Context: an optimization exercise on an open-source flow, tuned for small area. The choices shown serve that exercise and are no tape-out recipe.
Only simulation tests tie the RTL to the original design; equivalence was not proved.

===== design.v =====
module i2c (
    input  wire        clk,
    input  wire        rst,
    input  wire        sda_i,
    output wire        sda_o,
    output wire        sda_oe,
    output wire        scl,
    output reg  [15:0] lux
);
    localparam [6:0] S0 = 7'd0;
    localparam [6:0] S24 = 7'd87;
    localparam [6:0] S38 = 7'd116;
    localparam [6:0] S105 = 7'd81;
    localparam [6:0] S124 = 7'd80;
    localparam [8:0] WSEEDL = 9'd0;
    localparam [8:0] WSEEDM = 9'd336;
    localparam [8:0] WEND = 9'd67;
    localparam [3:0] P_IDLE   = 4'b0000;   
    localparam [3:0] P_IDLEM  = 4'b0001;   
    localparam [3:0] P_IDLEL0 = 4'b0010;   
    localparam [3:0] P_IDLEL1 = 4'b0011;   
    localparam [3:0] P_IDLEL  = 4'b0100;   
    localparam [3:0] P_READY  = 4'b0101;
    localparam [3:0] P_START  = 4'b0110;
    localparam [3:0] P_STOP   = 4'b0111;
    localparam [3:0] P_ADDR   = 4'b1000;
    localparam [3:0] P_OPC    = 4'b1001;
    localparam [3:0] P_MACK   = 4'b1010;
    localparam [3:0] P_MNACK  = 4'b1011;
    localparam [3:0] P_ACK1   = 4'b1100;
    localparam [3:0] P_ACK2   = 4'b1101;
    localparam [3:0] P_RDH    = 4'b1110;
    localparam [3:0] P_RDL    = 4'b1111;
    reg [6:0]  s;
    reg [1:0]  q;
    reg [3:0]  ph;
    reg [2:0]  txn;      
    reg [2:0]  bi;
    reg        ack;
    reg        sda_r;
    reg [15:0] sh;
    wire tick    = (s == S124);
    wire at0     = (s == S0);
    wire slot    = ph[3];
    wire en_low  = ph[3] & ph[2];
    wire in_ack  = (ph == P_ACK1) | (ph == P_ACK2);
    wire byte_ph = ph[3] & ~(ph[2] ^ ph[1]);
    wire idle_l  = ~ph[3] & ~(ph[2] & ph[1]);
    wire slot_end = tick & (q == 2'd3);
    wire is_rd   = txn[2];
    wire wend    = (sh[8:0] == WEND);
    reg  [7:0] byte_v;
    always @* begin
        if (ph == P_ADDR) byte_v = {7'b0100011, is_rd};
        else case (txn[1:0])
            2'd0: byte_v = 8'h00;
            2'd1: byte_v = 8'h01;
            2'd2: byte_v = 8'h07;
            default: byte_v = 8'h20;
        endcase
    end
    wire bit_v = byte_v[bi];
    assign sda_o  = sda_r;
    assign sda_oe = ~en_low;
    assign scl    = idle_l | (q == 2'd1) | (q == 2'd2);
    reg [3:0] ph_n;
    reg [2:0] txn_n;
    always @* begin
        ph_n = ph;
        txn_n = txn;
        case (ph)
            P_IDLE:   if (q == 2'd1 && tick) ph_n = P_READY;
            P_IDLEM:  if (wend && q == 2'd3 && s == S38) ph_n = P_READY;
            P_IDLEL0: ph_n = P_IDLEL1;
            P_IDLEL1: ph_n = P_IDLEL;
            P_IDLEL:  if (wend && q == 2'd0 && s == S105) ph_n = P_READY;
            P_READY:  ph_n = P_START;
            P_START:  if (q == 2'd3 && tick) ph_n = P_ADDR;
            P_ADDR:   if (slot_end && bi == 3'd0) ph_n = P_ACK1;
            P_ACK1:   if (slot_end && ack) ph_n = is_rd ? P_RDH : P_OPC;
            P_OPC:    if (slot_end && bi == 3'd0) ph_n = P_ACK2;
            P_ACK2:   if (slot_end && ack) ph_n = P_STOP;
            P_RDH:    if (slot_end && bi == 3'd0) ph_n = P_MACK;
            P_MACK:   if (slot_end) ph_n = P_RDL;
            P_RDL:    if (slot_end && bi == 3'd0) ph_n = P_MNACK;
            P_MNACK:  if (slot_end) ph_n = P_STOP;
            P_STOP:   if (q == 2'd1 && tick) begin
                          ph_n  = is_rd ? P_IDLEL0 : (txn[1:0] == 2'd3) ? P_IDLEM : P_IDLE;
                          txn_n = is_rd ? 3'd0 : txn + 3'd1;
                      end
            default:  ph_n = ph;
        endcase
    end
    always @(posedge clk) begin
        if (rst) begin
            ph  <= P_IDLE;
            txn <= 3'd0;
        end else begin
            ph  <= ph_n;
            txn <= txn_n;
        end
    end
    always @(posedge clk) begin
        if (rst || tick || ph == P_READY)
            s <= S0;
        else
            s <= {s[5:0], ~(s[6] ^ s[5])};
    end
    always @(posedge clk) begin
        if (rst || ph == P_READY)
            q <= 2'd2;
        else if (tick && !(in_ack && q == 2'd3 && !ack))
            q <= q + 2'd1;
    end
    always @(posedge clk) begin
        if (rst)
            bi <= 3'd7;
        else if (slot_end && byte_ph)
            bi <= bi - 3'd1;
    end
    always @(posedge clk) begin
        if (!in_ack || slot_end)
            ack <= 1'b0;
        else if (!sda_i && (q == 2'd1 || !tick) && q != 2'd0)
            ack <= 1'b1;
    end
    always @(posedge clk) begin
        if (rst)
            sda_r <= 1'b1;
        else if (at0 && q == 2'd0 && (ph == P_ADDR || ph == P_OPC))
            sda_r <= bit_v;
        else if (s == S24 && q == 2'd3 && (ph == P_ADDR || ph == P_OPC))
            sda_r <= 1'b0;
        else if (at0 && q == 2'd0 && ph == P_MNACK)
            sda_r <= 1'b1;
        else if (at0 && q == 2'd0 && ph == P_STOP)
            sda_r <= 1'b0;
        else if (at0 && q == 2'd2 && ph == P_START)
            sda_r <= 1'b0;
        else if (tick && q == 2'd1 && ph == P_STOP)
            sda_r <= 1'b1;
    end
    wire sh_step = tick && q == 2'd1 &&
                   (ph == P_RDH || ph == P_RDL || ph == P_IDLEM || ph == P_IDLEL);
    wire sh_in   = en_low ? sda_i : ~(sh[8] ^ sh[4]);
    always @(posedge clk) begin
        if (ph == P_STOP && tick && q == 2'd1 && txn == 3'd3)
            sh[8:0] <= WSEEDM;
        else if (ph == P_IDLEL1)
            sh[8:0] <= WSEEDL;
        else if (sh_step)
            sh[8:0] <= {sh[7:0], sh_in};
        if (sh_step)
            sh[15:9] <= sh[14:8];
    end
    always @(posedge clk) begin
        if (rst)
            lux <= 16'h0;
        else if (ph == P_IDLEL1)
            lux <= sh;
    end
endmodule
module i2c_control (
    input  logic clk,
    input  logic rst,
    input  logic [7:0] sda_i,
    output logic [7:0] sda_o,
    output logic [7:0] sda_oe,
    output logic [7:0] scl,
    output logic [127:0] data_o
);
    genvar i;
    generate
        for (i = 0; i < 8; i = i + 1) begin : g_ch
            i2c U (
                .clk    (clk),
                .rst    (rst),
                .sda_i  (sda_i[i]),
                .sda_o  (sda_o[i]),
                .sda_oe (sda_oe[i]),
                .scl    (scl[i]),
                .lux    (data_o[16*i +: 16])
            );
        end
    endgenerate
endmodule
module top (
    input  logic clk,
    input  logic rst,
    output logic builtin_led,
    input  logic [7:0] sda_i,
    output logic [7:0] sda_o,
    output logic [7:0] sda_oe,
    output logic [7:0] scl,
    output logic [127:0] lux_data
);
    localparam [17:0] LEND = 18'd56963;
    logic [17:0] lc;
    logic        lend;
    assign lend = (lc == LEND);
    always_ff @(posedge clk) begin
        if (rst || lend)
            lc <= 18'd0;
        else
            lc <= {lc[16:0], ~(lc[17] ^ lc[10])};
    end
    always_ff @(posedge clk) begin
        if (rst)
            builtin_led <= 1'b0;
        else if (lend)
            builtin_led <= ~builtin_led;
    end
    i2c_control u_i2c_control (
        .clk    (clk),
        .rst    (rst),
        .sda_i  (sda_i),
        .sda_o  (sda_o),
        .sda_oe (sda_oe),
        .scl    (scl),
        .data_o (lux_data)
    );
endmodule

===== run.sh =====
#!/bin/bash
# synth_recipe.tcl (not shown) runs the flow's synth.tcl, then flattens the netlist and writes it again
# the make line also repeats each setting of config.mk as NAME=value (left out here)
make -C /OpenROAD-flow-scripts/flow DESIGN_CONFIG=/design/flow/config.mk WORK_HOME=/design/flow/orfs CLKGATE_MAP_FILE= SYNTH_SCRIPT=/design/flow/synth_recipe.tcl finish

===== config.mk =====
export PLATFORM = sky130hd
export DESIGN_NAME = top
export DESIGN_NICKNAME = top
export VERILOG_FILES = /design/flow/design.v
export SDC_FILE = /design/flow/constraint.sdc
export NUM_CORES = 4
export LEC_CHECK = 0
export CAP_MARGIN = 20
export CORE_MARGIN = 2
export CORE_UTILIZATION = 40
export SLEW_MARGIN = 20

===== constraint.sdc =====
create_clock -name core_clock -period 10.0 [get_ports {clk}]
set_input_delay 2.0000 -clock core_clock [delete_from_list [all_inputs] [get_ports {clk}]]
set_output_delay 2.0000 -clock core_clock [all_outputs]
set_load 0.01 [all_outputs]

==> summary.txt <==
-- critical path, stage by stage (launching register included) --
cell             delay (ns)
dfxtp_1                0.49
ha_1                   0.29
o21ai_0                0.47
clkdlybuf4s50_1        0.65
-- cell families (layout without fill, tap and decap cells) --
logic type,after synthesis,count (layout),synth area share
buffers and inverters,225,351,0.0460
DFF,443,443,0.464
xor gates and xnor gates,50,50,0.0215
muxes,98,98,0.0485
and+or+nand+nor,946,946,0.229
AOI/OAI and AO/OA,479,479,0.147
adders and majority gates,72,72,0.0443
-- per-layer routing --
layer / part of all wire / vias to the layer above / wire (um) / track usage
met2: 0.46 / 335 / 21400 / 0.286
met4: 0.022 / 2 / 1050 / 0.0507
met3: 0.043 / 88 / 2040 / 0.0317
met1: 0.48 / 7889 / 22500 / 0.238
li1: - / 8288 / - / -
met5: 0.00028 / - / 13 / 0
-- state kept, by name (all words and copies together), names as in the netlist --
name,count
u_i2c_control.g_ch.U.s,56
u_i2c_control.g_ch.U.txn,24
builtin_led,1
u_i2c_control.g_ch.U.ph,32
u_i2c_control.g_ch.U.bi,24
u_i2c_control.g_ch.U.lux,128
u_i2c_control.g_ch.U.q,16
u_i2c_control.g_ch.U.sh,128
u_i2c_control.g_ch.U.sda_r,8
u_i2c_control.g_ch.U.ack,8
lc,18
-- cell usage after synthesis (all sizes together) (20+ instances only) --
library cell | number | area, um^2
dfxtp | 387 | 7750
nand2 | 376 | 1410
a21oi | 210 | 1050
nor2 | 171 | 642
clkbuf | 100 | 375
mux2i | 94 | 941
inv | 87 | 327
o21ai | 84 | 420
ha | 72 | 901
and2 | 71 | 444
edfxtp | 56 | 1680
nor3 | 48 | 240
and3 | 46 | 288
xnor2 | 41 | 359
buf | 38 | 234
nor2b | 31 | 194
nand3 | 30 | 150
a211oi | 26 | 195
or3 | 25 | 156
o211ai | 24 | 180
nor4 | 23 | 165
nand2b | 20 | 125
-- area by class of cell --
class / count / area [um^2]
multi-input cells: 1645 / 9990
inverters: 87 / 327
fillers: 4717 / 26200
repair buffers: 172 / 1700
well taps: 672 / 841
flip-flops and latches: 443 / 9430
clock inverters: 25 / 312
clock buffers: 67 / 1410
-- how the worst min path moves through the flow --
stage | startpoint | end | slack, ns | depth (start not counted)
2_1_floorplan | u_i2c_control.g_ch[0].U.sh[9]$_DFFE_PN_ | u_i2c_control.g_ch[0].U.sh[10]$_DFFE_PN_ | 0.43 | 0
3_3_place_gp | u_i2c_control.g_ch[3].U.sh[9]$_DFFE_PN_ | u_i2c_control.g_ch[3].U.sh[10]$_DFFE_PN_ | 0.43 | 0
3_5_place_dp | u_i2c_control.g_ch[0].U.sh[10]$_DFFE_PN_ | u_i2c_control.g_ch[0].U.sh[11]$_DFFE_PN_ | 0.43 | 0
4_1_cts | u_i2c_control.g_ch[3].U.sh[9]$_DFFE_PN_ | u_i2c_control.g_ch[3].U.sh[10]$_DFFE_PN_ | 0.45 | 0
5_1_grt | u_i2c_control.g_ch[2].U.sh[9]$_DFFE_PN_ | u_i2c_control.g_ch[2].U.sh[10]$_DFFE_PN_ | 0.46 | 0
6_report | u_i2c_control.g_ch[3].U.sh[9]$_DFFE_PN_ | u_i2c_control.g_ch[3].U.sh[10]$_DFFE_PN_ | 0.44 | 0
-- cell usage in the layout, fill, tap and decap left out, types with 9 or more instances in the layout --
cell             instances
dfxtp_1                387
nand2_1                376
a21oi_1                210
nor2_1                 171
clkdlybuf4s50_1        161
mux2i_1                 94
inv_1                   86
o21ai_0                 83
ha_1                    72
and2_1                  70
edfxtp_1                56
clkbuf_16               52
and3_1                  46
nor3_1                  46
xnor2_1                 41
nor2b_1                 31
nand3_1                 30
or3_1                   25
a211oi_1                25
o211ai_1                24
nand2b_1                20
nor4_1                  19
nand4_1                 18
nand4b_1                15
a31oi_1                 15
a32oi_1                 11
nor3b_1                 11
o31ai_1                 10
nand3b_1                10
clkbuf_1                10
buf_4                   10
xor2_1                   9
nor4b_1                  9
-- report_power, final --
part | switching [mW] | internal [mW] | total, mW
Sequential | 0.00949 | 1.81 | 1.82
Combinational | 0.0317 | 0.0162 | 0.0479
Clock | 0.738 | 1.17 | 1.91
==> results.toml <==
[outcome]
status = "complete, no violations"

[critical_path]
arrival_ns = 2.48
crit_required_ns = 8.00
startpoint = "u_i2c_control.g_ch[0].U.ph[1]$_SDFFE_PP0P_"
cp-end-kind = "output port"
r2r_end = "u_i2c_control.g_ch[3].U.ph[0]$_SDFFE_PP0P_"
crit_path_start_kind = "register"
r2r-start = "u_i2c_control.g_ch[3].U.sh[3]$_SDFFE_PP0N_"
reg2regPathDepth = 6
criticalPathCategory = "reg2out"
worstPathMaxFanout = 17
crit_end = "scl[0]"
ff2ff_setup_slack_ns = 7.23

[floorplanning]
die-area_um2 = 52600
num_rows = 82
initial_core_util = 0.405
core_area_um2 = 50200
ios = 163
die_y_um = 229
die_w_um = 229

[global_route]
grt_max_degree = 79
antenna_found_initial = 1
grtUsageTotal = 0.176
grt_overflow_total = 0
grt_pass1_wl_um = 78800
grt_pass1_vias = 15700

[sta]
setup_ws_ns = 5.52
slew_viol_final = 0
worstMarginPinSlew_ns = 0.998
min_period_ns = 4.48
final_hold_viol_count = 0
rsz0062_at_grt = "no"
holdWs_ns = 0.436
fin_tns_setup_ns = 0
period_share = 0.448
fin_skew_ns = 0.0171
max_freq_ghz = 0.223
slew_headroom = 0.333
setup_violations = 0

[place]
port_buffers = 162
hpwlAfterDp_um = 32100
postPlaceCellArea_um2 = 22300
globalplace.congestion = 0.851
dp_slack_ns = 5.68
dp_cells = 3019

[synthesis]
netlist_instances = 2313
synth_cell_types = 81
ys_seq_elements = 443
synth_flop_cell = "dfxtp_1"
synth_area_per_cell_um2 = 8.79
synth_fp_nets = 2395
ys_async_sr_fraction = 0
ys_seq_area_frac = 0.464
yosysWarnings = 2
synth_edf_count = 56
netlist_area_um2 = 20300

[finish]
nets = 2480
antennaDiodeCount = 0
design_area_um2 = 24000
final_util = 0.479
final_layout_size_suffix_gt1_frac = 0.0484
area_growth_pct = 18.1
final_cells = 3111

[route]
routed_wl_um = 47100
detailedRoute.firstIterationViolations = 1141
firstDrtPassIters = 5
ant_nets = 0
drc = 0
wl_per_cell_um = 15.1
dr_total_vias = 16600
vias_per_cell = 5.34

[cts]
htree_levels = 2
clk_pin_slew_ns = 0.06
clock_latency_ns = 0.59
root_buffer = "clkbuf_16"
cts_resized = 0
cts_sinks = 443
cts_setup_buffers = 0
clock_path_buffers = 3
cts_inserted_buffers = 49
cts_tree = "yes"
hold_buffers = 0

[run]
cap_violations = 0

[worst_hold_path]
hp-class = "reg2reg"

[power]
p_leak_nw = 9.06
p_per_area_nw_per_um2 = 157
total_power_mw = 3.77
vdd_drop_max_v = 0.000117

[afterwards: timing with drivers on the ports]
How much do the figures lean on ideal ports? The routed layout below was timed once more, with nothing changed but the port constraints.
Step 1, drivers: a clkbuf_16 drives clk and a buf_2 each remaining input, both assumed.
Step 2 also shifts input and output timing later by t, the mid clock arrival at the registers, as if the neighbouring blocks saw the same clock.
Slacks: ideal ports / drivers / drivers and shift; pairs: ideal ports / drivers.
t, ns: 0.635
slack for setup (ns): 5.519 / 5.462 / 5.700
hold WS [ns]: 0.436 / 0.436 / 0.436
latest minus earliest clock arrival (ns): 0.023 / 0.023
cell pins on the clock port's net: 1
After both steps this run still meets setup and hold. The setup slack of this run moves by -0.057 ns with the drivers and by +0.181 ns with both steps.
